Source: an optimization exercise on an open RTL-to-GDS flow (aim: small area and a short achievable clock period). Production flows keep margins and buffers that such runs may drop. At most, simulation tests tie the RTL to the original design; equivalence was not proved.

==> run E <==
==> flow/design.v (excerpt) <==
module DOUBLY_PIPELINE(clk,xi,yi,r,ang,xf,yf);
input [15:0] xi,yi;
input clk;
output reg [15:0] r,ang;
output reg [15:0] xf,yf;
reg [15:0] a1,a2,a3,a4,a5,a6,a7,a8;
reg [15:0] b1,b2,b3,b4,b5,b6;
reg [15:7] b7;
reg [15:0] x2,x3,x4,x5,x6,x7,x8;
reg [15:0] y2,y3,y4,y5,y6,y7,y8;
reg [1:1] d2; reg [2:1] d3; reg [3:1] d4; reg [4:1] d5; reg [5:1] d6; reg [6:1] d7; reg [6:1] d8;
reg nb1, nb2, nb3, nb4, nb5, nb6;
reg ne1;
wire [15:0] s1a, s1b;
add16 u_s1a (.a(xi), .b(yi), .s(s1a));
sub16 u_s1b (.a(yi), .b(xi), .s(s1b));
always @(posedge clk) begin a1 <= s1a; b1 <= s1b; end
always @(posedge clk) nb1 <= ~s1b[15];
wire t_x1 = b1[1] ^ b1[15];
wire t_x2 = b1[2] ^ b1[15];
wire t_x3 = b1[3] ^ b1[15];
wire t_x4 = b1[4] ^ b1[15];
wire t_x5 = b1[5] ^ b1[15];
wire t_x6 = b1[6] ^ b1[15];
wire t_x7 = b1[7] ^ b1[15];
wire t_x8 = b1[8] ^ b1[15];
wire t_x9 = b1[9] ^ b1[15];
wire t_x10 = b1[10] ^ b1[15];
wire t_x11 = b1[11] ^ b1[15];
wire t_x12 = b1[12] ^ b1[15];
wire t_x13 = b1[13] ^ b1[15];
wire t_x14 = b1[14] ^ b1[15];
wire t_s15, t_c16; fa u_t_s15 (.a(a1[0]), .b(t_x1), .c(b1[15]), .s(t_s15), .co(t_c16));
wire t_s17, t_c18; fa u_t_s17 (.a(a1[1]), .b(t_x2), .c(t_c16), .s(t_s17), .co(t_c18));
wire t_s19, t_c20; fa u_t_s19 (.a(a1[2]), .b(t_x3), .c(t_c18), .s(t_s19), .co(t_c20));
wire t_s21, t_c22; fa u_t_s21 (.a(a1[3]), .b(t_x4), .c(t_c20), .s(t_s21), .co(t_c22));
wire t_s23, t_c24; fa u_t_s23 (.a(a1[4]), .b(t_x5), .c(t_c22), .s(t_s23), .co(t_c24));
wire t_s25, t_c26; fa u_t_s25 (.a(a1[5]), .b(t_x6), .c(t_c24), .s(t_s25), .co(t_c26));
wire t_s27, t_c28; fa u_t_s27 (.a(a1[6]), .b(t_x7), .c(t_c26), .s(t_s27), .co(t_c28));
wire t_s29, t_c30; fa u_t_s29 (.a(a1[7]), .b(t_x8), .c(t_c28), .s(t_s29), .co(t_c30));
  ...
clock: 25.0 ns
lec_check: 0
cap_margin: 20
core_margin: 2
core_utilization: 65
cts_buf_list: sky130_fd_sc_hd__clkbuf_16
cts_cluster_diameter: 120
cts_cluster_size: 30
slew_margin: 20
synth_hierarchical: 1
synth_minimum_keep_size: 0
standard.sh (not shown) runs the stock make flow with config.mk's settings and CLKGATE_MAP_FILE= SYNTH_SCRIPT=/design/flow/synth_recipe.tcl, a recipe that flattens the netlist after the stock synthesis.
==> flow/flow/run.sh <==
#!/bin/bash
# The standard layout, with two changes: the ports are buffered with buf_4
# instead of the default delay-cell buffer, and after placement the flip-flops
# that drive an output port or many loads get a stronger drive (same cell type).
set -euo pipefail
export BUFFER_PORTS_ARGS="-buffer_cell sky130_fd_sc_hd__buf_4"
bash standard.sh synth floorplan place > standard_place.log 2>&1
openroad -no_init -exit flow/upsize.tcl > upsize.log 2>&1
bash standard.sh > standard.log 2>&1
==> flow/flow/upsize.tcl <==
# Give a stronger drive to flip-flops that drive an output port buffer or a
# high-fanout net, then legalize the placement again.
set res $::env(FLOW_OUT)/../orfs/results/$::env(FLOW_PLATFORM)/DOUBLY_PIPELINE/base
read_db $res/3_place.odb
read_liberty $::env(FLOW_HOME)/platforms/$::env(FLOW_PLATFORM)/lib/sky130_fd_sc_hd__tt_025C_1v80.lib
set n 0
foreach inst [get_cells *] {
  set master [get_property $inst ref_name]
  if {$master ne "sky130_fd_sc_hd__dfxtp_1"} { continue }
  set q [get_pins -of_objects $inst -filter "direction == output"]
  set net [get_nets -of_objects $q]
  set loads [get_pins -of_objects $net -filter "direction == input"]
  set nl [llength $loads]
  set to_port 0
  foreach l $loads {
    set lc [get_cells -of_objects $l]
    set onet [get_nets -of_objects [get_pins -of_objects $lc -filter "direction == output"]]
    if {[llength [get_ports -quiet -of_objects $onet]] > 0} { set to_port 1 }
  }
  if {$to_port || $nl >= 8} {
    set new [expr {$nl >= 12 ? "sky130_fd_sc_hd__dfxtp_4" : "sky130_fd_sc_hd__dfxtp_2"}]
    if {$to_port} { set new "sky130_fd_sc_hd__dfxtp_4" }
    replace_cell $inst $new
    incr n
  }
}
puts "upsized $n flip-flops"

detailed_placement
check_placement -verbose
write_db $res/3_place.odb
==> run R (differences from run E) <==
--- a/flow/design.v
+++ b/flow/design.v
@@ -11,13 +11,14 @@
 reg [1:1] d2; reg [2:1] d3; reg [3:1] d4; reg [4:1] d5; reg [5:1] d6; reg [6:1] d7; reg [6:1] d8;
 reg nb1, nb2, nb3, nb4, nb5, nb6;
 reg ne1;
 wire [15:0] s1a, s1b;
 add16 u_s1a (.a(xi), .b(yi), .s(s1a));
-sub16 u_s1b (.a(yi), .b(xi), .s(s1b));
+wire s1bn15;
+sub16 u_s1b (.a(yi), .b(xi), .s(s1b), .sn15(s1bn15));
 always @(posedge clk) begin a1 <= s1a; b1 <= s1b; end
-always @(posedge clk) nb1 <= ~s1b[15];
+always @(posedge clk) nb1 <= s1bn15;
 wire t_x1 = b1[1] ^ b1[15];
 wire t_x2 = b1[2] ^ b1[15];
 wire t_x3 = b1[3] ^ b1[15];
 wire t_x4 = b1[4] ^ b1[15];
 wire t_x5 = b1[5] ^ b1[15];
@@ -1563,30 +1564,31 @@
 kx u_s12 (.a(p0[12]), .b(G8_11), .y(s[12]));
 kx u_s13 (.a(p0[13]), .b(G8_12), .y(s[13]));
 kx u_s14 (.a(p0[14]), .b(G8_13), .y(s[14]));
 kx u_s15 (.a(p0[15]), .b(G8_14), .y(s[15]));
 endmodule
-module sub16(a, b, s);
+module sub16(a, b, s, sn15);
 input [15:0] a, b;
 output [15:0] s;
+output sn15;
 wire [15:0] g0, p0;
-kgn u_g0 (.a(a[0]), .b(b[0]), .y(g0[0])); kpn u_p0 (.a(a[0]), .b(b[0]), .y(p0[0]));
-kgn u_g1 (.a(a[1]), .b(b[1]), .y(g0[1])); kpn u_p1 (.a(a[1]), .b(b[1]), .y(p0[1]));
-kgn u_g2 (.a(a[2]), .b(b[2]), .y(g0[2])); kpn u_p2 (.a(a[2]), .b(b[2]), .y(p0[2]));
-kgn u_g3 (.a(a[3]), .b(b[3]), .y(g0[3])); kpn u_p3 (.a(a[3]), .b(b[3]), .y(p0[3]));
-kgn u_g4 (.a(a[4]), .b(b[4]), .y(g0[4])); kpn u_p4 (.a(a[4]), .b(b[4]), .y(p0[4]));
-kgn u_g5 (.a(a[5]), .b(b[5]), .y(g0[5])); kpn u_p5 (.a(a[5]), .b(b[5]), .y(p0[5]));
-kgn u_g6 (.a(a[6]), .b(b[6]), .y(g0[6])); kpn u_p6 (.a(a[6]), .b(b[6]), .y(p0[6]));
-kgn u_g7 (.a(a[7]), .b(b[7]), .y(g0[7])); kpn u_p7 (.a(a[7]), .b(b[7]), .y(p0[7]));
-kgn u_g8 (.a(a[8]), .b(b[8]), .y(g0[8])); kpn u_p8 (.a(a[8]), .b(b[8]), .y(p0[8]));
-kgn u_g9 (.a(a[9]), .b(b[9]), .y(g0[9])); kpn u_p9 (.a(a[9]), .b(b[9]), .y(p0[9]));
-kgn u_g10 (.a(a[10]), .b(b[10]), .y(g0[10])); kpn u_p10 (.a(a[10]), .b(b[10]), .y(p0[10]));
-kgn u_g11 (.a(a[11]), .b(b[11]), .y(g0[11])); kpn u_p11 (.a(a[11]), .b(b[11]), .y(p0[11]));
-kgn u_g12 (.a(a[12]), .b(b[12]), .y(g0[12])); kpn u_p12 (.a(a[12]), .b(b[12]), .y(p0[12]));
-kgn u_g13 (.a(a[13]), .b(b[13]), .y(g0[13])); kpn u_p13 (.a(a[13]), .b(b[13]), .y(p0[13]));
-kgn u_g14 (.a(a[14]), .b(b[14]), .y(g0[14])); kpn u_p14 (.a(a[14]), .b(b[14]), .y(p0[14]));
-kgn u_g15 (.a(a[15]), .b(b[15]), .y(g0[15])); kpn u_p15 (.a(a[15]), .b(b[15]), .y(p0[15]));
+wire nb0; kinv u_n0 (.a(b[0]), .y(nb0)); kg u_g0 (.a(a[0]), .b(nb0), .y(g0[0])); kpn u_p0 (.a(a[0]), .b(b[0]), .y(p0[0]));
+wire nb1; kinv u_n1 (.a(b[1]), .y(nb1)); kg u_g1 (.a(a[1]), .b(nb1), .y(g0[1])); kpn u_p1 (.a(a[1]), .b(b[1]), .y(p0[1]));
+wire nb2; kinv u_n2 (.a(b[2]), .y(nb2)); kg u_g2 (.a(a[2]), .b(nb2), .y(g0[2])); kpn u_p2 (.a(a[2]), .b(b[2]), .y(p0[2]));
+wire nb3; kinv u_n3 (.a(b[3]), .y(nb3)); kg u_g3 (.a(a[3]), .b(nb3), .y(g0[3])); kpn u_p3 (.a(a[3]), .b(b[3]), .y(p0[3]));
+wire nb4; kinv u_n4 (.a(b[4]), .y(nb4)); kg u_g4 (.a(a[4]), .b(nb4), .y(g0[4])); kpn u_p4 (.a(a[4]), .b(b[4]), .y(p0[4]));
+wire nb5; kinv u_n5 (.a(b[5]), .y(nb5)); kg u_g5 (.a(a[5]), .b(nb5), .y(g0[5])); kpn u_p5 (.a(a[5]), .b(b[5]), .y(p0[5]));
+wire nb6; kinv u_n6 (.a(b[6]), .y(nb6)); kg u_g6 (.a(a[6]), .b(nb6), .y(g0[6])); kpn u_p6 (.a(a[6]), .b(b[6]), .y(p0[6]));
+wire nb7; kinv u_n7 (.a(b[7]), .y(nb7)); kg u_g7 (.a(a[7]), .b(nb7), .y(g0[7])); kpn u_p7 (.a(a[7]), .b(b[7]), .y(p0[7]));
+wire nb8; kinv u_n8 (.a(b[8]), .y(nb8)); kg u_g8 (.a(a[8]), .b(nb8), .y(g0[8])); kpn u_p8 (.a(a[8]), .b(b[8]), .y(p0[8]));
+wire nb9; kinv u_n9 (.a(b[9]), .y(nb9)); kg u_g9 (.a(a[9]), .b(nb9), .y(g0[9])); kpn u_p9 (.a(a[9]), .b(b[9]), .y(p0[9]));
+wire nb10; kinv u_n10 (.a(b[10]), .y(nb10)); kg u_g10 (.a(a[10]), .b(nb10), .y(g0[10])); kpn u_p10 (.a(a[10]), .b(b[10]), .y(p0[10]));
+wire nb11; kinv u_n11 (.a(b[11]), .y(nb11)); kg u_g11 (.a(a[11]), .b(nb11), .y(g0[11])); kpn u_p11 (.a(a[11]), .b(b[11]), .y(p0[11]));
+wire nb12; kinv u_n12 (.a(b[12]), .y(nb12)); kg u_g12 (.a(a[12]), .b(nb12), .y(g0[12])); kpn u_p12 (.a(a[12]), .b(b[12]), .y(p0[12]));
+wire nb13; kinv u_n13 (.a(b[13]), .y(nb13)); kg u_g13 (.a(a[13]), .b(nb13), .y(g0[13])); kpn u_p13 (.a(a[13]), .b(b[13]), .y(p0[13]));
+wire nb14; kinv u_n14 (.a(b[14]), .y(nb14)); kg u_g14 (.a(a[14]), .b(nb14), .y(g0[14])); kpn u_p14 (.a(a[14]), .b(b[14]), .y(p0[14]));
+wire nb15; kinv u_n15 (.a(b[15]), .y(nb15)); kg u_g15 (.a(a[15]), .b(nb15), .y(g0[15])); kpn u_p15 (.a(a[15]), .b(b[15]), .y(p0[15]));
 wire c0g; kor u_c0 (.a(g0[0]), .b(p0[0]), .y(c0g));
 wire G1_1; kao u_G1_1 (.g1(g0[1]), .p1(p0[1]), .g0(c0g), .y(G1_1));
 wire G1_2; kao u_G1_2 (.g1(g0[2]), .p1(p0[2]), .g0(g0[1]), .y(G1_2));
 wire P1_2; kan u_P1_2 (.a(p0[2]), .b(p0[1]), .y(P1_2));
 wire G1_3; kao u_G1_3 (.g1(g0[3]), .p1(p0[3]), .g0(g0[2]), .y(G1_3));
@@ -1683,14 +1685,17 @@
 kx u_s11 (.a(p0[11]), .b(G8_10), .y(s[11]));
 kx u_s12 (.a(p0[12]), .b(G8_11), .y(s[12]));
 kx u_s13 (.a(p0[13]), .b(G8_12), .y(s[13]));
 kx u_s14 (.a(p0[14]), .b(G8_13), .y(s[14]));
 kx u_s15 (.a(p0[15]), .b(G8_14), .y(s[15]));
+kxn u_sn15 (.a(p0[15]), .b(G8_14), .y(sn15));
 endmodule
 module kg(a, b, y); input a, b; output y; assign y = a & b; endmodule
 module kp(a, b, y); input a, b; output y; assign y = a ^ b; endmodule
 module kgn(a, b, y); input a, b; output y; assign y = a & ~b; endmodule
 module kpn(a, b, y); input a, b; output y; assign y = ~(a ^ b); endmodule
 module kor(a, b, y); input a, b; output y; assign y = a | b; endmodule
 module kao(g1, p1, g0, y); input g1, p1, g0; output y; assign y = g1 | (p1 & g0); endmodule
 module kan(a, b, y); input a, b; output y; assign y = a & b; endmodule
 module kx(a, b, y); input a, b; output y; assign y = a ^ b; endmodule
+module kxn(a, b, y); input a, b; output y; assign y = ~(a ^ b); endmodule
+module kinv(a, y); input a; output y; assign y = ~a; endmodule
--- a/flow/flow/upsize.tcl
+++ b/flow/flow/upsize.tcl
@@ -17,11 +17,11 @@
     set onet [get_nets -of_objects [get_pins -of_objects $lc -filter "direction == output"]]
     if {[llength [get_ports -quiet -of_objects $onet]] > 0} { set to_port 1 }
   }
   if {$to_port || $nl >= 8} {
     set new [expr {$nl >= 12 ? "sky130_fd_sc_hd__dfxtp_4" : "sky130_fd_sc_hd__dfxtp_2"}]
-    if {$to_port} { set new "sky130_fd_sc_hd__dfxtp_4" }
+    if {$to_port} { set new "sky130_fd_sc_hd__dfxtp_2" }
     replace_cell $inst $new
     incr n
   }
 }
 puts "upsized $n flip-flops"
Settings changed: CORE_UTILIZATION 65 to 55.
==> run P (differences from run E) <==
Settings changed: CORE_UTILIZATION 65 to 55.
==> comparison table <==
quantity                                                      run P       run R       run E
Required time of the critical path                         20.00 ns    20.00 ns    25.46 ns
Max frequency                                               164 MHz     163 MHz     164 MHz
Critical Path Source                                         ang[8]      ang[7]      xi[10]
Netlist area before placement                             35000 um2   35000 um2   35000 um2
Met1 Wirelength                                            25100 um    25700 um    24100 um
CP peak stage delay                                         0.37 ns     0.39 ns     0.52 ns
Status                             no timing/DRC/antenna violations  no timing/DRC/antenna violations  no timing/DRC/antenna violations
Vias in the first global route                                19932       19678       20095
Detail Route met3 WL                                        1600 um     1600 um     2130 um
Clock network area share                                     0.0179      0.0182      0.0171
Area used by multi-input combinational logic              22800 um2   22700 um2   22800 um2
No functional check of the RTL was part of run R.

## static timing again, ports no longer ideal
The results above use ideal ports. As a check the final layouts listed here were re-extracted and re-timed, cells and wires unchanged. Step 1 sets driving cells, clkbuf_16 on the clock port and buf_2 on the other inputs (assumed; they add their load-dependent delay and slew). Step 2 times the ports against the registers' clock, not the clock port: input delays grow and output delays shrink by t, the midpoint of the rising clock arrivals with the driver on. Three values: no drivers, after step 1, after step 2; two values: the first two.
run | t, ns | setup slack, ns | hold WS [ns] | worst setup path at the end | clock arrival spread, ns
run E | 0.628 | 18.903 / 18.844 / 18.314 | 0.334 / 0.334 / 0.334 | input to register | 0.026 / 0.026
run R | 0.654 | 18.871 / 18.807 / 18.433 | 0.332 / 0.332 / 0.332 | input to register | 0.039 / 0.040
run P | 0.645 | 18.898 / 18.831 / 18.387 | 0.333 / 0.333 / 0.333 | input to register | 0.037 / 0.037
After both steps every run listed still meets setup and hold. The setup slack of run E, which loses most, moves by -0.059 ns with the drivers and by -0.589 ns with both steps.
